What follows belongs to an exercise in optimizing a design on an open flow for small area and a short achievable clock period; a production flow would make more cautious choices. At most, simulation tests tie the RTL to the original design; equivalence was not proved. Power is estimated from default activity; no workload was simulated.

Setup of job 8242:
Design VKSA_256_top, start of the top module:
module VKSA_256_top (in_clk, in_A, in_B, in_CI, out_S, out_CO);
Size in the first run: about 1900 cells after synthesis, roughly 580 flip-flops, roughly 770 I/O pins, ~23000 um2 of cells after synthesis.
export LEC_CHECK = 0
export CAP_MARGIN = 20
export CORE_AREA = 17 17 227 227
export CTS_CLUSTER_DIAMETER = 120
export CTS_CLUSTER_SIZE = 24
export DIE_AREA = 0 0 244 244
export SETUP_SLACK_MARGIN = 3.25
export SLEW_MARGIN = 20
export SYNTH_HIERARCHICAL = 1
export TNS_END_PERCENT = 5
create_clock -name core_clock -period 5.5 [get_ports {in_clk}]
standard.sh (not shown) runs the stock make flow with config.mk's settings and CLKGATE_MAP_FILE= SYNTH_SCRIPT=/design/flow/synth_recipe.tcl, a recipe that flattens the netlist after the stock synthesis.
==> flow/flow/run.sh <==
#!/bin/bash
# Standard synthesis and layout, with:
# - plain minimum-size buffers on the ports (buffer_ports would otherwise pick
#   clkdlybuf4s50_1, a slow delay cell);
# - the pins in bit order around the die (flow/pins.tcl);
# - every gate reset to its smallest drive strength after global placement
#   (flow/downsize.tcl), so that timing repair upsizes only what it needs.
set -euo pipefail
bash standard.sh synth > synth.log 2>&1
bash standard.sh "BUFFER_PORTS_ARGS=-buffer_cell sky130_fd_sc_hd__buf_1" \
  "PRE_IO_PLACEMENT_TCL=$PWD/flow/pins.tcl" \
  "POST_GLOBAL_PLACE_TCL=$PWD/flow/downsize.tcl" finish > layout.log 2>&1
==> flow/flow/downsize.tcl <==
# Start timing repair from minimum-size gates: every combinational cell that
# synthesis mapped to a larger drive strength is swapped for the smallest cell
# of the same function (same name but for the drive-strength suffix). The
# resizer then upsizes only the gates that timing needs.
set n 0
set saved 0.0
foreach inst [get_cells *] {
  set lc [get_lib_cells -of_objects $inst]
  if {$lc eq "" || $lc eq "NULL"} { continue }
  set name [get_name $lc]
  if {![regexp {^(sky130_fd_sc_hd__[a-z0-9]+)_([0-9]+)$} $name -> base drive]} { continue }
  if {[string match "*df*" $base] || [string match "*clk*" $base] || [string match "*tap*" $base]} { continue }
  set best $name
  set best_area [get_property $lc area]
  foreach cand [get_lib_cells ${base}_*] {
    set cname [get_name $cand]
    if {![regexp "^${base}_\[0-9\]+\$" $cname]} { continue }
    if {[get_property $cand dont_use]} { continue }
    set a [get_property $cand area]
    if {$a < $best_area} { set best $cname; set best_area $a }
  }
  if {$best ne $name} {
    set saved [expr {$saved + [get_property $lc area] - $best_area}]
    replace_cell $inst [get_lib_cells $best]
    incr n
  }
}
puts "downsize.tcl: downsized $n cells, [format %.1f $saved] um2"
==> flow/flow/pins.tcl <==
# Pin order: the adder's bit slices follow each other around the die, each
# bit's in_A, in_B and out_S pins side by side, so that the carry network runs
# around a ring of bit slices: bits 0-79 on the bottom edge, 80-127 on the
# right, 128-207 on the top and 208-255 on the left (the top and bottom edges
# have the finer pin pitch).
set edges {bottom right top left}
set bounds {0 80 128 208 256}
for {set q 0} {$q < 4} {incr q} {
  set names {}
  if {$q == 0} { lappend names in_CI }
  for {set i [lindex $bounds $q]} {$i < [lindex $bounds [expr {$q + 1}]]} {incr i} {
    lappend names "in_A\[$i\]" "in_B\[$i\]" "out_S\[$i\]"
  }
  if {$q == 3} { lappend names out_CO }
  if {$q >= 2} { set names [lreverse $names] }
  set_io_pin_constraint -pin_names $names -region [lindex $edges $q]:* -group -order
}
Job 8242: flow completed, timing, DRC and antenna clean
Relative to job 8242, the following input files were edited for job 5324:
==> flow/flow/run.sh <==
#!/bin/bash
# Standard synthesis and layout, with plain minimum-size buffers on the ports
# (buffer_ports would otherwise pick clkdlybuf4s50_1, a slow delay cell), and
# with every gate reset to its smallest drive strength after global placement
# (flow/downsize.tcl), so that timing repair upsizes only what it needs.
set -euo pipefail
bash standard.sh synth > synth.log 2>&1
bash standard.sh "BUFFER_PORTS_ARGS=-buffer_cell sky130_fd_sc_hd__buf_1" \
  "POST_GLOBAL_PLACE_TCL=$PWD/flow/downsize.tcl" finish > layout.log 2>&1
removed: flow/flow/pins.tcl
## What came out
Every run (job 8242 and job 5324) finished clean.
Fraction of synthesis flops using an asynchronous set or reset pin: job 8242 vs job 5324 identical
In the final reports, the cell area of job 5324 is smaller than that of job 8242.
Taking job 8242 as the reference point, the fraction of the core area covered by cells at the end of the flow of job 5324 falls by 0.30 points.
Of job 5324 and job 8242, it is job 5324 that has the higher post-layout worst setup margin.
Changes in job 8834 relative to job 5324:
# job 5324
export LEC_CHECK = 0
export CAP_MARGIN = 20
export CORE_AREA = 17 17 227 227
export CTS_CLUSTER_DIAMETER = 120
export CTS_CLUSTER_SIZE = 24
export DIE_AREA = 0 0 244 244
export SETUP_SLACK_MARGIN = 3.25
export SLEW_MARGIN = 20
export SYNTH_HIERARCHICAL = 1
export TNS_END_PERCENT = 5
create_clock -name core_clock -period 5.5 [get_ports {in_clk}]
# job 8834
export LEC_CHECK = 0
export CAP_MARGIN = 20
export CORE_AREA = 17 17 227 227
export CTS_CLUSTER_DIAMETER = 120
export CTS_CLUSTER_SIZE = 24
export DIE_AREA = 0 0 244 244
export SETUP_SLACK_MARGIN = 3.25
export SLEW_MARGIN = 20
export SYNTH_HIERARCHICAL = 1
export TNS_END_PERCENT = 20
create_clock -name core_clock -period 5.5 [get_ports {in_clk}]
==> flow/flow/run.sh <==
#!/bin/bash
# Standard synthesis and layout, but with plain buffers on the ports
# (buffer_ports would otherwise pick clkdlybuf4s50_1, a slow delay cell).
set -euo pipefail
bash standard.sh synth > synth.log 2>&1
bash standard.sh "BUFFER_PORTS_ARGS=-buffer_cell ${PORT_BUF:-sky130_fd_sc_hd__buf_1}" finish > layout.log 2>&1
removed: flow/flow/downsize.tcl
Findings:
- Job 5324 | status: complete | timing, DRC, antenna: pass
- The final layout from job 8834, which completed every stage, passed the timing, design-rule and antenna checks at the end of the flow.
- Job 8834 gives more final wirelength than job 5324 did.
- From job 5324 to job 8834, synthesized netlist cell count did not move at all.
- Job 8834 reports a higher part of the cycle the worst path needs than job 5324 does.
- | net switching fraction of the power | lower: job 5324 |
- Job 8834 contains more vias than job 5324.
- Comparing combined global-route utilization of all metal layers for job 5324 and job 8834, the smaller number came from job 5324.
- Compared to job 5324, job 8834 has count of buffering cells on the critical path with inverters included 2 higher.
- Against job 5324 as the reference, job 8834 delivers a higher slew at the pin with the worst max-slew slack.
- Between job 8834 and job 5324, it is job 8834 whose time the worst path needs with I/O delays and setup is higher, by 0.013 ns.
- Fraction of final layout cells with drive strength greater than 1: job 5324 and job 8834 compared, higher one is job 8834
- Of job 5324 and job 8834, the higher worst setup slack belongs to job 5324.
Changes in job 3906 relative to job 8834:
# job 8834
export LEC_CHECK = 0
export CAP_MARGIN = 20
export CORE_AREA = 17 17 227 227
export CTS_CLUSTER_DIAMETER = 120
export CTS_CLUSTER_SIZE = 24
export DIE_AREA = 0 0 244 244
export SETUP_SLACK_MARGIN = 3.25
export SLEW_MARGIN = 20
export SYNTH_HIERARCHICAL = 1
export TNS_END_PERCENT = 20
create_clock -name core_clock -period 5.5 [get_ports {in_clk}]
# job 3906
export LEC_CHECK = 0
export CAP_MARGIN = 20
export CORE_AREA = 17 17 227 227
export CTS_CLUSTER_DIAMETER = 120
export CTS_CLUSTER_SIZE = 24
export DIE_AREA = 0 0 244 244
export SETUP_SLACK_MARGIN = 3.25
export SLEW_MARGIN = 20
export SYNTH_HIERARCHICAL = 1
export TNS_END_PERCENT = 5
create_clock -name core_clock -period 5.5 [get_ports {in_clk}]
==> flow/flow/run.sh <==
#!/bin/bash
# Standard synthesis and layout, with plain minimum-size buffers on the ports
# (buffer_ports would otherwise pick clkdlybuf4s50_1, a slow delay cell), and
# power/area recovery (downsizing gates off the critical paths) after global
# routing.
set -euo pipefail
bash standard.sh synth > synth.log 2>&1
bash standard.sh "BUFFER_PORTS_ARGS=-buffer_cell sky130_fd_sc_hd__buf_1" \
  "RECOVER_POWER=${RECOVER_POWER:-100}" finish > layout.log 2>&1
==> run notes <==
Detailed-route wire length on metal 1 was higher in job 3906 than in job 8834.
Fmax shrinks by more than a quarter when moving from job 8834 to job 3906.
Looking at worst supply voltage drop on vdd, job 3906 sits below job 8834.
What job 4806 does differently from job 3906 at the input level:
# job 3906
export LEC_CHECK = 0
export CAP_MARGIN = 20
export CORE_AREA = 17 17 227 227
export CTS_CLUSTER_DIAMETER = 120
export CTS_CLUSTER_SIZE = 24
export DIE_AREA = 0 0 244 244
export SETUP_SLACK_MARGIN = 3.25
export SLEW_MARGIN = 20
export SYNTH_HIERARCHICAL = 1
export TNS_END_PERCENT = 5
create_clock -name core_clock -period 5.5 [get_ports {in_clk}]
# job 4806
export LEC_CHECK = 0
export CAP_MARGIN = 20
export CORE_AREA = 17 17 227 227
export CTS_CLUSTER_DIAMETER = 120
export CTS_CLUSTER_SIZE = 24
export DIE_AREA = 0 0 244 244
export PLACE_DENSITY = 0.75
export SETUP_SLACK_MARGIN = 3.25
export SLEW_MARGIN = 20
export SYNTH_HIERARCHICAL = 1
export TNS_END_PERCENT = 5
create_clock -name core_clock -period 5.5 [get_ports {in_clk}]
==> flow/flow/run.sh <==
#!/bin/bash
# Standard synthesis and layout, but with plain buffers on the ports
# (buffer_ports would otherwise pick clkdlybuf4s50_1, a slow delay cell).
set -euo pipefail
bash standard.sh synth > synth.log 2>&1
bash standard.sh "BUFFER_PORTS_ARGS=-buffer_cell ${PORT_BUF:-sky130_fd_sc_hd__buf_1}" finish > layout.log 2>&1
Results
Compared with job 3906, job 4806 shows a higher wire length. Relative to job 3906, job 4806 degrades overall via count from detail_route. There was hardly any difference in sequential cell area in the final layout between job 4806 and job 3906. In the reports for job 3906 and job 4806, the smaller post-place setup slack belongs to job 4806. From job 3906 to job 4806 the numbers moved as follows: final worst setup slack shows an increase of 1.29 ns; overall fraction of global-route tracks in use now sits higher; leakage power shows an increase of 3.2%.
No functional check of the RTL was part of any run of this note.

* * *

## north
Another version of the RTL of VKSA_256_top (not shown whole).
For scale: ~1900 cells after synthesis, ~580 flip-flops, roughly 770 I/O pins, roughly 22000 um2 of cells after synthesis.
export LEC_CHECK = 0
export CAP_MARGIN = 20
export CORE_AREA = 17 17 227 227
export CTS_CLUSTER_DIAMETER = 120
export CTS_CLUSTER_SIZE = 24
export DIE_AREA = 0 0 244 244
export SETUP_SLACK_MARGIN = 3.25
export SLEW_MARGIN = 20
export SYNTH_HIERARCHICAL = 1
export TNS_END_PERCENT = 5
create_clock -name core_clock -period 5.5 [get_ports {in_clk}]
==> flow/flow/run.sh <==
#!/bin/bash
# Standard synthesis and layout, but with plain buffers on the ports
# (buffer_ports would otherwise pick clkdlybuf4s50_1, a slow delay cell).
set -euo pipefail
bash standard.sh synth > synth.log 2>&1
bash standard.sh "BUFFER_PORTS_ARGS=-buffer_cell ${PORT_BUF:-sky130_fd_sc_hd__buf_1}" finish > layout.log 2>&1
diff inputs: north => south
==> flow/flow/run.sh <==
#!/bin/bash
# Standard synthesis and layout, with plain buffers on the ports (buffer_ports
# would otherwise pick clkdlybuf4s50_1, a slow delay cell): minimum-size
# buffers on the inputs, and larger ones on the outputs, which drive the
# output load.
set -euo pipefail
bash standard.sh synth > synth.log 2>&1
bash standard.sh "BUFFER_PORTS_ARGS=-buffer_cell sky130_fd_sc_hd__buf_1" \
  "POST_GLOBAL_PLACE_TCL=$PWD/flow/outbuf.tcl" \
  "OUT_BUF_CELL=${OUT_BUF_CELL:-sky130_fd_sc_hd__buf_4}" finish > layout.log 2>&1
==> flow/flow/outbuf.tcl (new file) <==
# Upsize the output-port buffers that buffer_ports inserted (all outputs get
# the cell named in OUT_BUF_CELL); the input-port buffers stay minimum size.
set block [ord::get_db_block]
set n 0
foreach bterm [$block getBTerms] {
  if {[$bterm getIoType] ne "OUTPUT"} { continue }
  set net [$bterm getNet]
  foreach iterm [$net getITerms] {
    if {[$iterm isOutputSignal]} {
      set inst [$iterm getInst]
      if {[string match "*buf*" [[$inst getMaster] getName]]} {
        replace_cell $inst $::env(OUT_BUF_CELL)
        incr n
      }
    }
  }
}
puts "outbuf.tcl: resized $n output buffers to $::env(OUT_BUF_CELL)"
[summary]
- Diff south..north | number of synthesized flops with an enable pin | unchanged
- FAIL south @ global placement (3_3_place_gp): tool exited with error
- Xor/xnor cell area share of the yosys netlist: north vs south identical
- For simple-gate share of the synthesized area, north and south come out practically identical.
- The post-synthesis share of cell area spent on full adders, half adders and majority gates on south is in line with that on north.
- north -> south: synthesized-area fraction occupied by ao, oa, aoi and oai cells delta 0, exact match
- Taking north as the reference, in south fraction of registers with async set/reset neither gained nor lost much, mean instance size in the synthesized netlist neither gained nor lost much, cell area after synthesis neither gained nor lost much, count of input and output buffers neither gained nor lost much, die width neither gained nor lost much.
- south -> north: post-synthesis net count delta 0, exact match
### south -> east
Settings: CTS_CLUSTER_DIAMETER changed from 120 to 150; DIE_AREA removed (was 0 0 244 244); CORE_AREA removed (was 17 17 227 227); CORE_MARGIN newly set to 2; CTS_CLUSTER_SIZE changed from 24 to 30; CORE_UTILIZATION newly set to 40.
==> flow/flow/run.sh <==
#!/bin/bash
# Standard synthesis and layout, but with plain buffers on the ports
# (buffer_ports would otherwise pick clkdlybuf4s50_1, a slow delay cell).
set -euo pipefail
bash standard.sh synth > synth.log 2>&1
bash standard.sh "BUFFER_PORTS_ARGS=-buffer_cell ${PORT_BUF:-sky130_fd_sc_hd__buf_1}" finish > layout.log 2>&1
removed: flow/flow/outbuf.tcl
### Flow results
east finished all stages; the layout is clean.
Between south and east, the fraction of the mapped netlist area in simple logic gates does not differ in any meaningful way.
Synthesized cell count: south vs east identical
Higher x dimension of the die among south and east: south
south -> east: compound-cell area share of the yosys netlist delta 0, exact match
Between east and south, the synthesized area figures differ only marginally.
Summary of east over south: initial core utilization decreased by 11 points relative to the old numbers, height of the die decreased by about 1.2% relative to the old numbers, standard-cell row count increased by 13% relative to the old numbers.
Input-level comparison between west and east:
Settings: CORE_AREA now 17 17 227 227, previously not set; CORE_MARGIN no longer set, was 2; CORE_UTILIZATION no longer set, was 40; DIE_AREA now 0 0 244 244, previously not set; CTS_CLUSTER_DIAMETER no longer set, was 150; CTS_CLUSTER_SIZE no longer set, was 30.
Findings:
Taking west as 1.0, east lands at 1.15 on last weighted congestion value of the routability-driven placer.
Relative to east, the design area measured on west has increased slightly.
| total design power | west vs east | worse |
In west, final period utilization is lower than in east.
Core area is lower on west
west vs. east: die height went up by 3.0 um; routed wire length went up by 9.2 mm; total number of placement rows went down by 10; detailed-routing wirelength on met1 went up by 6.9%.
Going from east to west, the die area was found to have gone up by about 2.5%.
Non-clock buffer total of the final layout went down by a few percent going from east to west.

* * *

VKSA_256_top, a different RTL version from the one above (not shown whole).
Size in the first run: ~1900 cells after synthesis, about 580 flip-flops, ~22000 µm² of cells after synthesis.
export LEC_CHECK = 0
export CAP_MARGIN = 20
export CORE_AREA = 17 17 227 227
export CTS_CLUSTER_DIAMETER = 120
export CTS_CLUSTER_SIZE = 24
export DIE_AREA = 0 0 244 244
export PLACE_DENSITY = 0.5
export SETUP_SLACK_MARGIN = 3.25
export SLEW_MARGIN = 20
export SYNTH_HIERARCHICAL = 1
export TNS_END_PERCENT = 5
create_clock -name core_clock -period 5.5 [get_ports {in_clk}]
==> flow/flow/run.sh <==
#!/bin/bash
# Standard synthesis and layout, with plain minimum-size buffers on the ports
# (buffer_ports would otherwise pick clkdlybuf4s50_1, a slow delay cell), and
# with every gate reset to its smallest drive strength after global placement
# (flow/downsize.tcl), so that timing repair upsizes only what it needs.
set -euo pipefail
bash standard.sh synth > synth.log 2>&1
bash standard.sh "BUFFER_PORTS_ARGS=-buffer_cell sky130_fd_sc_hd__buf_1" \
  "POST_GLOBAL_PLACE_TCL=$PWD/flow/downsize.tcl" finish > layout.log 2>&1
==> flow/flow/downsize.tcl <==
# Start timing repair from minimum-size gates: every combinational cell that
# synthesis mapped to a larger drive strength is swapped for the smallest cell
# of the same function (same name but for the drive-strength suffix). The
# resizer then upsizes only the gates that timing needs.
set n 0
set saved 0.0
foreach inst [get_cells *] {
  set lc [get_lib_cells -of_objects $inst]
  if {$lc eq "" || $lc eq "NULL"} { continue }
  set name [get_name $lc]
  if {![regexp {^(sky130_fd_sc_hd__[a-z0-9]+)_([0-9]+)$} $name -> base drive]} { continue }
  if {[string match "*df*" $base] || [string match "*clk*" $base] || [string match "*tap*" $base]} { continue }
  set best $name
  set best_area [get_property $lc area]
  foreach cand [get_lib_cells ${base}_*] {
    set cname [get_name $cand]
    if {![regexp "^${base}_\[0-9\]+\$" $cname]} { continue }
    if {[get_property $cand dont_use]} { continue }
    set a [get_property $cand area]
    if {$a < $best_area} { set best $cname; set best_area $a }
  }
  if {$best ne $name} {
    set saved [expr {$saved + [get_property $lc area] - $best_area}]
    replace_cell $inst [get_lib_cells $best]
    incr n
  }
}
puts "downsize.tcl: downsized $n cells, [format %.1f $saved] um2"
The baseline went through all stages and came out clean.
==> next run, changes <==
PLACE_DENSITY = not set   (was 0.5)
SETUP_SLACK_MARGIN = 3.3   (was 3.25)
Effect: Design area climbs by 2.2%. Clock power hardly moves. Utilization rose by 1.4 points. Non-clock buffer count went up by 19. Global-route usage came out higher by 0.95 points. Die area stays the same.
==> next run, changes <==
GPL_TIMING_DRIVEN = 0   (was not set)
PLACE_DENSITY = 0.5   (was not set)
SETUP_SLACK_MARGIN = 3.2   (was 3.3)
Outcome: Worst setup slack degrades by 0.042 ns; global-route usage is lower by 0.82 points; synthesized area is unchanged; count of clock-buffer cells in the layout stays the same; final cell count is lower by 0.54%; sequential cell count is unchanged; design area is lower by 2.4%; total power is lower by 2.1%; fmax is lower by 1.8%; synthesized cell count stays the same; die area is unchanged.
==> next run, changes <==
GPL_TIMING_DRIVEN = not set   (was 0)
PLACE_DENSITY = not set   (was 0.5)
SETUP_SLACK_MARGIN = 3.25   (was 3.2)
Result: Cell count hardly moves; final area rose by 1.4%; global-route usage rose by 0.81 points; register-to-register slack stays flat; via count rose by 1.4%; maximum frequency rose by 0.47%; routed wire length rose by 4.3%; sequential power rose by about 0.9%; combinational power rose by about 3%.

-- re-timing with driven ports --
Ports are ideal in the flow. The routed layouts listed here were re-timed in OpenROAD.
Step 1 assumes that a clkbuf_16 drives the clock port and a buf_2 every other input.
Step 2, shift: input delay + t, output delay - t, t = (earliest + latest rising clock arrival at the registers) / 2. This alone moves slack from input paths to output paths.
Slacks: no drivers / after step 1 / after step 2; pairs: no drivers / after step 1.
run | t, ns | setup WS [ns] | worst data-port slew with drivers (ns)
job 8242 | 0.627 | 3.147 / 3.092 / 2.680 | 0.08
job 5324 | 0.633 | 3.182 / 3.122 / 2.768 | 0.11
job 8834 | 0.630 | 3.169 / 3.118 / 2.832 | 0.13
job 3906 | 0.639 | 1.820 / 1.820 / 1.820 | 0.11
job 4806 | 0.639 | 3.115 / 3.115 / 2.816 | 0.14
north | 0.632 | 3.169 / 3.120 / 2.847 | 0.12
east | 0.637 | 3.103 / 3.103 / 2.828 | 0.13
west | 0.643 | 3.132 / 3.110 / 2.846 | 0.12
the first run of note 3 | 0.627 | 3.191 / 3.131 / 2.624 | 0.11
the second run of note 3 | 0.636 | 3.221 / 3.171 / 2.611 | 0.11
the third run of note 3 | 0.634 | 3.178 / 3.117 / 2.616 | 0.12
the fourth run of note 3 | 0.634 | 3.189 / 3.128 / 2.600 | 0.11
After both steps setup and hold are still met in every run listed. For the second run of note 3, which loses most, drivers alone change the setup slack by -0.050 ns; drivers and shift together by -0.610 ns.
